From an optimization exercise on the open Yosys and OpenROAD flow, aimed at small area, a short achievable clock period and few clock cycles; shortcuts taken in it are not production practice. In this exercise RTL edits were held to simulation tests only and were not proved equivalent to the original. The flow treats the clock pin as an ideal source. Dropping or thinning the clock tree relies on that and would not hold on a real chip. No activity file was given, so power comes from the tool's default toggle rates.

== 11-27 ==
## frequency_generation_stage
module frequency_generation_stage #(
    parameter SYMBOL_WIDTH = 5,     
    parameter FREQ_WIDTH = 16,      
    parameter NUM_CELLS = 16        
) (
    input  wire clk,
    input  wire reset,
    input  wire [SYMBOL_WIDTH-1:0] symbol_in,   
    input  wire valid_in,                       
    output wire ready_in,                       
    output wire [NUM_CELLS*FREQ_WIDTH-1:0] sorted_frequencies,   
    output wire [NUM_CELLS*SYMBOL_WIDTH-1:0] sorted_symbols,     
    output wire sorted_done                     
);
    stream_sorter_oets #(
        .SYMBOLS(NUM_CELLS),
        .FREQ_WIDTH(FREQ_WIDTH),
        .SYMBOL_WIDTH(SYMBOL_WIDTH)
    ) sorter_inst (
        .clk(clk),
        .reset(reset),
        .symbol_in(symbol_in),
        .valid_in(valid_in),
        .ready_in(ready_in),
        .sorted_frequencies_flat(sorted_frequencies),
        .sorted_symbol_flat(sorted_symbols),
        .sorted_done(sorted_done)
    );
endmodule
==> module stream_sorter_oets, before the edit <==
module stream_sorter_oets #(
    parameter SYMBOLS = 16,
    parameter FREQ_WIDTH = 16,
    parameter SYMBOL_WIDTH = 5
)(
    input wire clk,
    input wire reset,
    input wire [SYMBOL_WIDTH-1:0] symbol_in,
    input wire valid_in,
    output wire ready_in,
    output wire [SYMBOLS*FREQ_WIDTH-1:0] sorted_frequencies_flat,
    output wire [SYMBOLS*SYMBOL_WIDTH-1:0] sorted_symbol_flat,
    output reg sorted_done
);
    localparam N = 16;
    localparam W = FREQ_WIDTH;
    reg [W-1:0] cnt [0:N-1];
    reg [3:0]   tag [0:N-1];
    reg         val_r;         
    reg [4:0]   sym_r;
    reg [3:0]   ph;            
    reg [4:0]   nph;           
    reg         any_in;        
    reg [4:0]   idle_cnt;      
    assign ready_in = 1'b1;
    wire sorted = nph[4] & (ph == 4'd0);
    wire sort = ~val_r & ~sorted;       
    wire hit = val_r & ~sym_r[4];
    function gt16;
        input [W-1:0] a;
        input [W-1:0] b;
        reg [W-1:0] g, e;
        integer i, span;
        begin
            g = a & ~b;
            e = ~(a ^ b);
            for (span = 1; span < W; span = span * 2)
                for (i = 0; i < W; i = i + 2 * span) begin
                    g[i] = g[i + span] | (e[i + span] & g[i]);
                    e[i] = e[i + span] & e[i];
                end
            gt16 = g[0];
        end
    endfunction
    function [W-1:0] incr;
        input [W-1:0] a;
        input en;
        reg c;
        integer b;
        begin
            c = en;
            for (b = 0; b < W; b = b + 1) begin
                if (b % 2 == 0)
                    c = en & (&(a | ~((1 << b) - 1)));
                incr[b] = a[b] ^ c;
                c = c & a[b];
            end
        end
    endfunction
    reg [N/2-1:0] sw;          
    reg [N-1:0]   match;
    reg [N-1:0]   s_keep, s_l1, s_l2;
    reg [W-1:0]   cnt_d [0:N-1];
    reg [3:0]     tag_d [0:N-1];
    reg [W-1:0]   own;
    integer p, k;
    always @* begin
        for (k = 0; k < N/2; k = k + 1)
            sw[k] = gt16(cnt[2*k], cnt[2*k+1]) & ~(ph[0] && ph[3:1] == k);
        for (p = 0; p < N; p = p + 1)
            match[p] = hit & (tag[p] == sym_r[3:0]);
        for (k = 0; k < N/2; k = k + 1) begin
            s_keep[2*k+1] = ~reset & ~(sort & ~sw[k]);
            s_l1[2*k+1]   = ~reset & sort & ~sw[k];
            s_l2[2*k+1]   = 1'b0;
            s_keep[(2*k+2)%N] = ~reset & ~sort;
            s_l1[(2*k+2)%N]   = ~reset & sort & ~sw[k];
            s_l2[(2*k+2)%N]   = ~reset & sort & sw[k];
        end
        for (p = 0; p < N; p = p + 1) begin
            own = incr(cnt[p], match[p]);
            cnt_d[p] = ({W{s_keep[p]}} & own)
                     | ({W{s_l1[p]}} & cnt[(p + N - 1) % N])
                     | ({W{s_l2[p]}} & cnt[(p + N - 2) % N]);
            tag_d[p] = ({4{s_keep[p]}} & tag[p])
                     | ({4{s_l1[p]}} & tag[(p + N - 1) % N])
                     | ({4{s_l2[p]}} & tag[(p + N - 2) % N])
                     | ({4{reset}} & p);
        end
    end
    always @(posedge clk) begin
        for (p = 0; p < N; p = p + 1) begin
            cnt[p] <= cnt_d[p];
            tag[p] <= tag_d[p];
        end
        sym_r <= symbol_in;
    end
    always @(posedge clk or posedge reset) begin
        if (reset) begin
            val_r <= 1'b0;
            ph <= 4'd0;
            nph <= 5'd16;
            any_in <= 1'b0;
            idle_cnt <= 5'd0;
            sorted_done <= 1'b0;
        end else begin
            val_r <= valid_in;
            if (sort)
                ph <= ph + 4'd1;
            if (hit)
                nph <= 5'd0;
            else if (sort && !nph[4])
                nph <= nph + 5'd1;
            if (valid_in) begin
                any_in <= 1'b1;
                idle_cnt <= 5'd0;
            end else if (idle_cnt != 5'd31) begin
                idle_cnt <= idle_cnt + 5'd1;
            end
            if (!valid_in && any_in && idle_cnt >= 5'd19 && sorted)
                sorted_done <= 1'b1;
        end
    end
    genvar q;
    generate
        for (q = 0; q < N; q = q + 1) begin : g_out
            assign sorted_frequencies_flat[q*W +: W] = cnt[q];
            assign sorted_symbol_flat[q*SYMBOL_WIDTH +: SYMBOL_WIDTH] = {1'b0, tag[q]};
        end
    endgenerate
endmodule
export LEC_CHECK = 0
export CAP_MARGIN = 20
export CORE_MARGIN = 2
export CORE_UTILIZATION = 40
export PLACE_DENSITY = 0.6
export SLEW_MARGIN = 20
create_clock -name core_clock -period 8.5 [get_ports {clk}]
standard.sh (not shown) runs the stock make flow with config.mk's settings and CLKGATE_MAP_FILE= SYNTH_SCRIPT=/design/flow/synth_recipe.tcl, a recipe that flattens the netlist after the stock synthesis.
==> flow/flow/run.sh <==
#!/bin/bash
# The standard layout (the standard.sh, unchanged synthesis), with:
#  - port buffers of a plain buffer cell (buf_2) instead of the delay buffer
#    buffer_ports picks by default;
#  - a two-level clock tree built by flow/cts_tree.tcl (run as the PRE_CTS
#    hook of the standard CTS step) in place of clock_tree_synthesis;
#  - timing repair aimed at a tighter setup margin, so that the layout is
#    optimised towards a shorter achieved period (the SDC is unchanged).
set -euo pipefail
bash standard.sh \
  "BUFFER_PORTS_ARGS=-buffer_cell sky130_fd_sc_hd__buf_2" \
  "PRE_CTS_TCL=$PWD/flow/cts_tree.tcl" \
  SETUP_SLACK_MARGIN=5.7 \
  finish > standard_flow.log 2>&1
Other scripts of this flow, unchanged in this note and not shown: flow/flow/cts_tree.tcl
Testbench counts of 11-27, summed over its fixed seeds: cycles 29,972.
#### Input delta (06-09 over 11-27)
-- flow/design.v --
<<< 11-27, line 27
    wire sort = ~val_r & ~sorted;       
    wire hit = val_r & ~sym_r[4];
    function gt16;
        input [W-1:0] a;
        input [W-1:0] b;
        reg [W-1:0] g, e;
        integer i, span;
        begin
            g = a & ~b;
            e = ~(a ^ b);
            for (span = 1; span < W; span = span * 2)
                for (i = 0; i < W; i = i + 2 * span) begin
                    g[i] = g[i + span] | (e[i + span] & g[i]);
                    e[i] = e[i + span] & e[i];
                end
            gt16 = g[0];
        end
    endfunction
    function [W-1:0] incr;
        input [W-1:0] a;
        input en;
        reg c;
        integer b;
        begin
            c = en;
            for (b = 0; b < W; b = b + 1) begin
                if (b % 2 == 0)
                    c = en & (&(a | ~((1 << b) - 1)));
                incr[b] = a[b] ^ c;
                c = c & a[b];
            end
        end
    endfunction
    reg [N/2-1:0] sw;          
    reg [N-1:0]   match;
>>> 06-09, line 27
    wire sort = ~val_r & ~sorted;       
    wire hit = val_r & ~sym_r[4];
    reg [N/2-1:0] sw;          
    reg [N-1:0]   match;
<<< 11-27, line 67
    always @* begin
        for (k = 0; k < N/2; k = k + 1)
            sw[k] = gt16(cnt[2*k], cnt[2*k+1]) & ~(ph[0] && ph[3:1] == k);
        for (p = 0; p < N; p = p + 1)
            match[p] = hit & (tag[p] == sym_r[3:0]);
>>> 06-09, line 36
    always @* begin
        for (k = 0; k < N/2; k = k + 1)
            sw[k] = (cnt[2*k] > cnt[2*k+1]) & ~(ph[0] && ph[3:1] == k);
        for (p = 0; p < N; p = p + 1)
            match[p] = hit & (tag[p] == sym_r[3:0]);
<<< 11-27, line 79
        end
        for (p = 0; p < N; p = p + 1) begin
            own = incr(cnt[p], match[p]);
            cnt_d[p] = ({W{s_keep[p]}} & own)
                     | ({W{s_l1[p]}} & cnt[(p + N - 1) % N])
>>> 06-09, line 48
        end
        for (p = 0; p < N; p = p + 1) begin
            own = cnt[p];
            if (match[p])
                own = cnt[p] + 1'b1;
            cnt_d[p] = ({W{s_keep[p]}} & own)
                     | ({W{s_l1[p]}} & cnt[(p + N - 1) % N])
Notes after the runs:
- Changes observed in 06-09 relative to 11-27: leakage power now smaller, wire length of the first global-routing pass now larger, wire length now larger, number of standard cells in the layout, taps in and fillers out now larger, setup slack comparable.
- Changes observed in 06-09 relative to 11-27: slew at the pin closest to its max-slew limit decreased 0.10 ns; share of the core filled with cells essentially unchanged; share of the cycle needed by the critical path after routing essentially unchanged.
Testbench counts of 06-09, summed over its fixed seeds: cycles 29,972.
No run of this note takes its clock network from TritonCTS; it comes from the design's own scripts or RTL.

* * *

the reference run:
The RTL this note starts from:
==> flow/design.v <==
module stream_sorter_oets #(
    parameter SYMBOLS = 16,
    parameter FREQ_WIDTH = 16,
    parameter SYMBOL_WIDTH = 5
)(
    input wire clk,
    input wire reset,
    input wire [SYMBOL_WIDTH-1:0] symbol_in,
    input wire valid_in,
    output wire ready_in,
    output wire [SYMBOLS*FREQ_WIDTH-1:0] sorted_frequencies_flat,
    output wire [SYMBOLS*SYMBOL_WIDTH-1:0] sorted_symbol_flat,
    output reg sorted_done
);
    localparam N = 16;
    localparam W = FREQ_WIDTH;
    reg [W-1:0] cnt [0:N-1];
    reg [3:0]   tag [0:N-1];
    reg         val_r;         
    reg [4:0]   sym_r;
    reg [3:0]   ph;            
    reg [4:0]   nph;           
    reg         any_in;        
    reg [4:0]   idle_cnt;      
    reg [N-1:0] pend;          
    assign ready_in = 1'b1;
    wire sorted = nph[4] & (ph == 4'd0);
    wire sort = ~val_r & ~(|pend) & ~sorted;   
    wire hit = val_r & ~sym_r[4];
    function gt16;
        input [W-1:0] a;
        input [W-1:0] b;
        reg [W-1:0] g, e;
        integer i, span;
        begin
            g = a & ~b;
            e = ~(a ^ b);
            for (span = 1; span < W; span = span * 2)
                for (i = 0; i < W; i = i + 2 * span) begin
                    g[i] = g[i + span] | (e[i + span] & g[i]);
                    e[i] = e[i + span] & e[i];
                end
            gt16 = g[0];
        end
    endfunction
    reg [N/2-1:0] sw;          
    reg [N-1:0]   match;
    reg [N-1:0]   s_keep, s_l1, s_l2, s_hinc;
    reg [W-1:0]   cnt_d [0:N-1];
    reg [3:0]     tag_d [0:N-1];
    reg [W-1:0]   own;
    reg [N-1:0]   wrap;        
    reg [W-5:0]   hi_sel;      
    reg [W-5:0]   hi_inc;
    integer p, k;
    always @* begin
        for (k = 0; k < N/2; k = k + 1)
            sw[k] = gt16(cnt[2*k], cnt[2*k+1]) & ~(ph[0] && ph[3:1] == k);
        for (p = 0; p < N; p = p + 1) begin
            match[p] = hit & (tag[p] == sym_r[3:0]);
            wrap[p] = match[p] & (&cnt[p][3:0]);
        end
        hi_sel = {(W-4){1'b0}};
        for (p = 0; p < N; p = p + 1)
            hi_sel = hi_sel | ({(W-4){pend[p]}} & cnt[p][W-1:4]);
        hi_inc = hi_sel + 1'b1;
        for (k = 0; k < N/2; k = k + 1) begin
            s_keep[2*k+1] = ~reset & ~(sort & ~sw[k]);
            s_l1[2*k+1]   = ~reset & sort & ~sw[k];
            s_l2[2*k+1]   = 1'b0;
            s_keep[(2*k+2)%N] = ~reset & ~sort;
            s_l1[(2*k+2)%N]   = ~reset & sort & ~sw[k];
            s_l2[(2*k+2)%N]   = ~reset & sort & sw[k];
        end
        for (p = 0; p < N; p = p + 1) begin
            s_hinc[p] = ~reset & pend[p];
            own = cnt[p];
            if (match[p])
                own[3:0] = cnt[p][3:0] + 1'b1;
            if (pend[p])
                own[W-1:4] = hi_inc;
            cnt_d[p] = ({W{s_keep[p]}} & own)
                     | ({W{s_l1[p]}} & cnt[(p + N - 1) % N])
                     | ({W{s_l2[p]}} & cnt[(p + N - 2) % N]);
            tag_d[p] = ({4{s_keep[p]}} & tag[p])
                     | ({4{s_l1[p]}} & tag[(p + N - 1) % N])
                     | ({4{s_l2[p]}} & tag[(p + N - 2) % N])
                     | ({4{reset}} & p);
        end
    end
    always @(posedge clk) begin
        for (p = 0; p < N; p = p + 1) begin
            cnt[p] <= cnt_d[p];
            tag[p] <= tag_d[p];
        end
        sym_r <= symbol_in;
        pend <= {N{~reset}} & wrap;
    end
    always @(posedge clk or posedge reset) begin
        if (reset) begin
            val_r <= 1'b0;
            ph <= 4'd0;
            nph <= 5'd16;
            any_in <= 1'b0;
            idle_cnt <= 5'd0;
            sorted_done <= 1'b0;
        end else begin
            val_r <= valid_in;
            if (sort)
                ph <= ph + 4'd1;
            if (hit)
                nph <= 5'd0;
            else if (sort && !nph[4])
                nph <= nph + 5'd1;
            if (valid_in) begin
                any_in <= 1'b1;
                idle_cnt <= 5'd0;
            end else if (idle_cnt != 5'd31) begin
                idle_cnt <= idle_cnt + 5'd1;
            end
            if (!valid_in && any_in && idle_cnt >= 5'd19 && sorted)
                sorted_done <= 1'b1;
        end
    end
    genvar q;
    generate
        for (q = 0; q < N; q = q + 1) begin : g_out
            assign sorted_frequencies_flat[q*W +: W] = cnt[q];
            assign sorted_symbol_flat[q*SYMBOL_WIDTH +: SYMBOL_WIDTH] = {1'b0, tag[q]};
        end
    endgenerate
endmodule
module frequency_generation_stage #(
    parameter SYMBOL_WIDTH = 5,     
    parameter FREQ_WIDTH = 16,      
    parameter NUM_CELLS = 16        
) (
    input  wire clk,
    input  wire reset,
    input  wire [SYMBOL_WIDTH-1:0] symbol_in,   
    input  wire valid_in,                       
    output wire ready_in,                       
    output wire [NUM_CELLS*FREQ_WIDTH-1:0] sorted_frequencies,   
    output wire [NUM_CELLS*SYMBOL_WIDTH-1:0] sorted_symbols,     
    output wire sorted_done                     
);
    stream_sorter_oets #(
        .SYMBOLS(NUM_CELLS),
        .FREQ_WIDTH(FREQ_WIDTH),
        .SYMBOL_WIDTH(SYMBOL_WIDTH)
    ) sorter_inst (
        .clk(clk),
        .reset(reset),
        .symbol_in(symbol_in),
        .valid_in(valid_in),
        .ready_in(ready_in),
        .sorted_frequencies_flat(sorted_frequencies),
        .sorted_symbol_flat(sorted_symbols),
        .sorted_done(sorted_done)
    );
endmodule
==> flow/config.mk <==
export PLATFORM = sky130hd
export DESIGN_NAME = frequency_generation_stage
export DESIGN_NICKNAME = frequency_generation_stage
export VERILOG_FILES = /design/flow/design.v
export SDC_FILE = /design/flow/constraint.sdc
export NUM_CORES = 4
export LEC_CHECK = 0
export CAP_MARGIN = 20
export CORE_MARGIN = 2
export CORE_UTILIZATION = 40
export PLACE_DENSITY = 0.6
export SLEW_MARGIN = 20
==> flow/constraint.sdc <==
create_clock -name core_clock -period 8.5 [get_ports {clk}]
set_input_delay 1.7000 -clock core_clock [delete_from_list [all_inputs] [get_ports {clk}]]
set_output_delay 1.7000 -clock core_clock [all_outputs]
set_load 0.01 [all_outputs]
==> flow/flow/cts_tree.tcl <==
set tree_block [ord::get_db_block]
set tree_db [ord::get_db]
set tree_buf [$tree_db findMaster sky130_fd_sc_hd__clkbuf_16]
set tree_clk [$tree_block findNet clk]

set tree_sinks {}
foreach it [$tree_clk getITerms] {
  set inst [$it getInst]
  set loc [$inst getLocation]
  lappend tree_sinks [list $it [lindex $loc 0] [lindex $loc 1]]
}
puts "cts_tree: [llength $tree_sinks] clock sinks"

proc tree_split { items n idx } {
  set items [lsort -integer -index $idx $items]
  set total [llength $items]
  set out {}
  for { set g 0 } { $g < $n } { incr g } {
    set lo [expr { ($g * $total) / $n }]
    set hi [expr { (($g + 1) * $total) / $n - 1 }]
    lappend out [lrange $items $lo $hi]
  }
  return $out
}

proc tree_center { items } {
  set sx 0
  set sy 0
  foreach s $items {
    set sx [expr { $sx + [lindex $s 1] }]
    set sy [expr { $sy + [lindex $s 2] }]
  }
  set n [llength $items]
  return [list [expr { $sx / $n }] [expr { $sy / $n }]]
}

set li 0
set si 0
foreach strip [tree_split $tree_sinks 4 1] {
  set l1 [odb::dbInst_create $tree_block $tree_buf "cts_l1_$si"]
  set l1net [odb::dbNet_create $tree_block "cts_l1net_$si"]
  $l1net setSigType CLOCK
  [$l1 findITerm A] connect $tree_clk
  [$l1 findITerm X] connect $l1net
  set xs {}
  set ys {}
  foreach grp [tree_split $strip 4 2] {
    set leaf [odb::dbInst_create $tree_block $tree_buf "cts_leaf_$li"]
    set lnet [odb::dbNet_create $tree_block "cts_leafnet_$li"]
    $lnet setSigType CLOCK
    [$leaf findITerm A] connect $l1net
    [$leaf findITerm X] connect $lnet
    foreach s $grp {
      set it [lindex $s 0]
      $it disconnect
      $it connect $lnet
    }
    set c [tree_center $grp]
    $leaf setLocation [lindex $c 0] [lindex $c 1]
    $leaf setPlacementStatus PLACED
    lappend xs [lindex $c 0]
    lappend ys [lindex $c 1]
    incr li
  }
  set cx 0
  set cy 0
  foreach x $xs y $ys {
    set cx [expr { $cx + $x }]
    set cy [expr { $cy + $y }]
  }
  $l1 setLocation [expr { $cx / [llength $xs] }] [expr { $cy / [llength $ys] }]
  $l1 setPlacementStatus PLACED
  incr si
}
puts "cts_tree: $si first-level and $li leaf buffers"

# The tree is built: clock_tree_synthesis only has to mark the clock
# propagated.
rename clock_tree_synthesis cts_tree_unused
proc clock_tree_synthesis { args } {
  set_propagated_clock [all_clocks]
}
Scripts as last shown in full above: flow/flow/run.sh
The reference run reached the end of the flow, and the finished layout is clean on the timing, DRC and antenna checks.
Testbench counts of the reference run, summed over its fixed seeds: cycles 29,972.
## Diff of input files: the trial run against the reference run
--- a/flow/design.v
+++ b/flow/design.v
@@ -20,14 +20,13 @@
     reg [4:0]   sym_r;
     reg [3:0]   ph;            
     reg [4:0]   nph;           
     reg         any_in;        
     reg [4:0]   idle_cnt;      
-    reg [N-1:0] pend;          
     assign ready_in = 1'b1;
     wire sorted = nph[4] & (ph == 4'd0);
-    wire sort = ~val_r & ~(|pend) & ~sorted;   
+    wire sort = ~val_r & ~sorted;       
     wire hit = val_r & ~sym_r[4];
     function gt16;
         input [W-1:0] a;
         input [W-1:0] b;
         reg [W-1:0] g, e;
@@ -41,46 +40,47 @@
                     e[i] = e[i + span] & e[i];
                 end
             gt16 = g[0];
         end
     endfunction
+    function [W-1:0] incr;
+        input [W-1:0] a;
+        input en;
+        reg c;
+        integer b;
+        begin
+            c = en;
+            for (b = 0; b < W; b = b + 1) begin
+                if (b % 4 == 0)
+                    c = en & (&(a | ~((1 << b) - 1)));
+                incr[b] = a[b] ^ c;
+                c = c & a[b];
+            end
+        end
+    endfunction
     reg [N/2-1:0] sw;          
     reg [N-1:0]   match;
-    reg [N-1:0]   s_keep, s_l1, s_l2, s_hinc;
+    reg [N-1:0]   s_keep, s_l1, s_l2;
     reg [W-1:0]   cnt_d [0:N-1];
     reg [3:0]     tag_d [0:N-1];
     reg [W-1:0]   own;
-    reg [N-1:0]   wrap;        
-    reg [W-5:0]   hi_sel;      
-    reg [W-5:0]   hi_inc;
     integer p, k;
     always @* begin
         for (k = 0; k < N/2; k = k + 1)
             sw[k] = gt16(cnt[2*k], cnt[2*k+1]) & ~(ph[0] && ph[3:1] == k);
-        for (p = 0; p < N; p = p + 1) begin
+        for (p = 0; p < N; p = p + 1)
             match[p] = hit & (tag[p] == sym_r[3:0]);
-            wrap[p] = match[p] & (&cnt[p][3:0]);
-        end
-        hi_sel = {(W-4){1'b0}};
-        for (p = 0; p < N; p = p + 1)
-            hi_sel = hi_sel | ({(W-4){pend[p]}} & cnt[p][W-1:4]);
-        hi_inc = hi_sel + 1'b1;
         for (k = 0; k < N/2; k = k + 1) begin
             s_keep[2*k+1] = ~reset & ~(sort & ~sw[k]);
             s_l1[2*k+1]   = ~reset & sort & ~sw[k];
             s_l2[2*k+1]   = 1'b0;
             s_keep[(2*k+2)%N] = ~reset & ~sort;
             s_l1[(2*k+2)%N]   = ~reset & sort & ~sw[k];
             s_l2[(2*k+2)%N]   = ~reset & sort & sw[k];
         end
         for (p = 0; p < N; p = p + 1) begin
-            s_hinc[p] = ~reset & pend[p];
-            own = cnt[p];
-            if (match[p])
-                own[3:0] = cnt[p][3:0] + 1'b1;
-            if (pend[p])
-                own[W-1:4] = hi_inc;
+            own = incr(cnt[p], match[p]);
             cnt_d[p] = ({W{s_keep[p]}} & own)
                      | ({W{s_l1[p]}} & cnt[(p + N - 1) % N])
                      | ({W{s_l2[p]}} & cnt[(p + N - 2) % N]);
             tag_d[p] = ({4{s_keep[p]}} & tag[p])
                      | ({4{s_l1[p]}} & tag[(p + N - 1) % N])
@@ -92,11 +92,10 @@
         for (p = 0; p < N; p = p + 1) begin
             cnt[p] <= cnt_d[p];
             tag[p] <= tag_d[p];
         end
         sym_r <= symbol_in;
-        pend <= {N{~reset}} & wrap;
     end
     always @(posedge clk or posedge reset) begin
         if (reset) begin
             val_r <= 1'b0;
             ph <= 4'd0;
Notes after the runs:
The trial run finished all stages; the layout is clean. The trial run: parity-gate share of the synthesized area counting xor and xnor cells higher than the reference run. Measured against each other, the trial run and the reference run differ in via count, the higher figure coming from the reference run. Per the comparison of the trial run with the reference run, combinational power increased 390%, final area lower, final wirelength lower, internal power component shows an increase of 43%.
Testbench counts of the trial run, summed over its fixed seeds: cycles 29,972.
No run of this note takes its clock network from TritonCTS; it comes from the design's own scripts or RTL.

what the ideal ports hide:
How much do the figures lean on ideal ports? The routed layouts below were timed once more, with nothing changed but the port constraints.
Step 1, drivers: a clkbuf_16 drives clk and a buf_2 each remaining input, both assumed.
Step 2 moves the port delays by t, midway between the first and last clock arrival at a register: inputs arrive t later, outputs are due t later. That takes back most of the time a late clock gives input paths.
Three values: ideal, step 1, step 2; two values: the first two.
run	t, ns	slack for setup (ns)	hold WS [ns]	worst register clock-pin slew, ns	worst slew at a driven data input, ns
11-27	0.431	5.706 / 5.605 / 5.175	0.483 / 0.483 / 0.483	0.10 / 0.10	0.23
06-09	0.431	5.703 / 5.600 / 5.404	0.472 / 0.472 / 0.472	0.10 / 0.10	0.10
the reference run	0.445	5.403 / 5.402 / 5.162	0.455 / 0.455 / 0.455	0.10 / 0.10	0.07
the trial run	0.435	5.704 / 5.597 / 5.493	0.481 / 0.481 / 0.481	0.10 / 0.10	0.11
After both steps every run listed still meets setup and hold. The setup slack of 11-27, which loses most, moves by -0.101 ns with the drivers and by -0.531 ns with both steps.
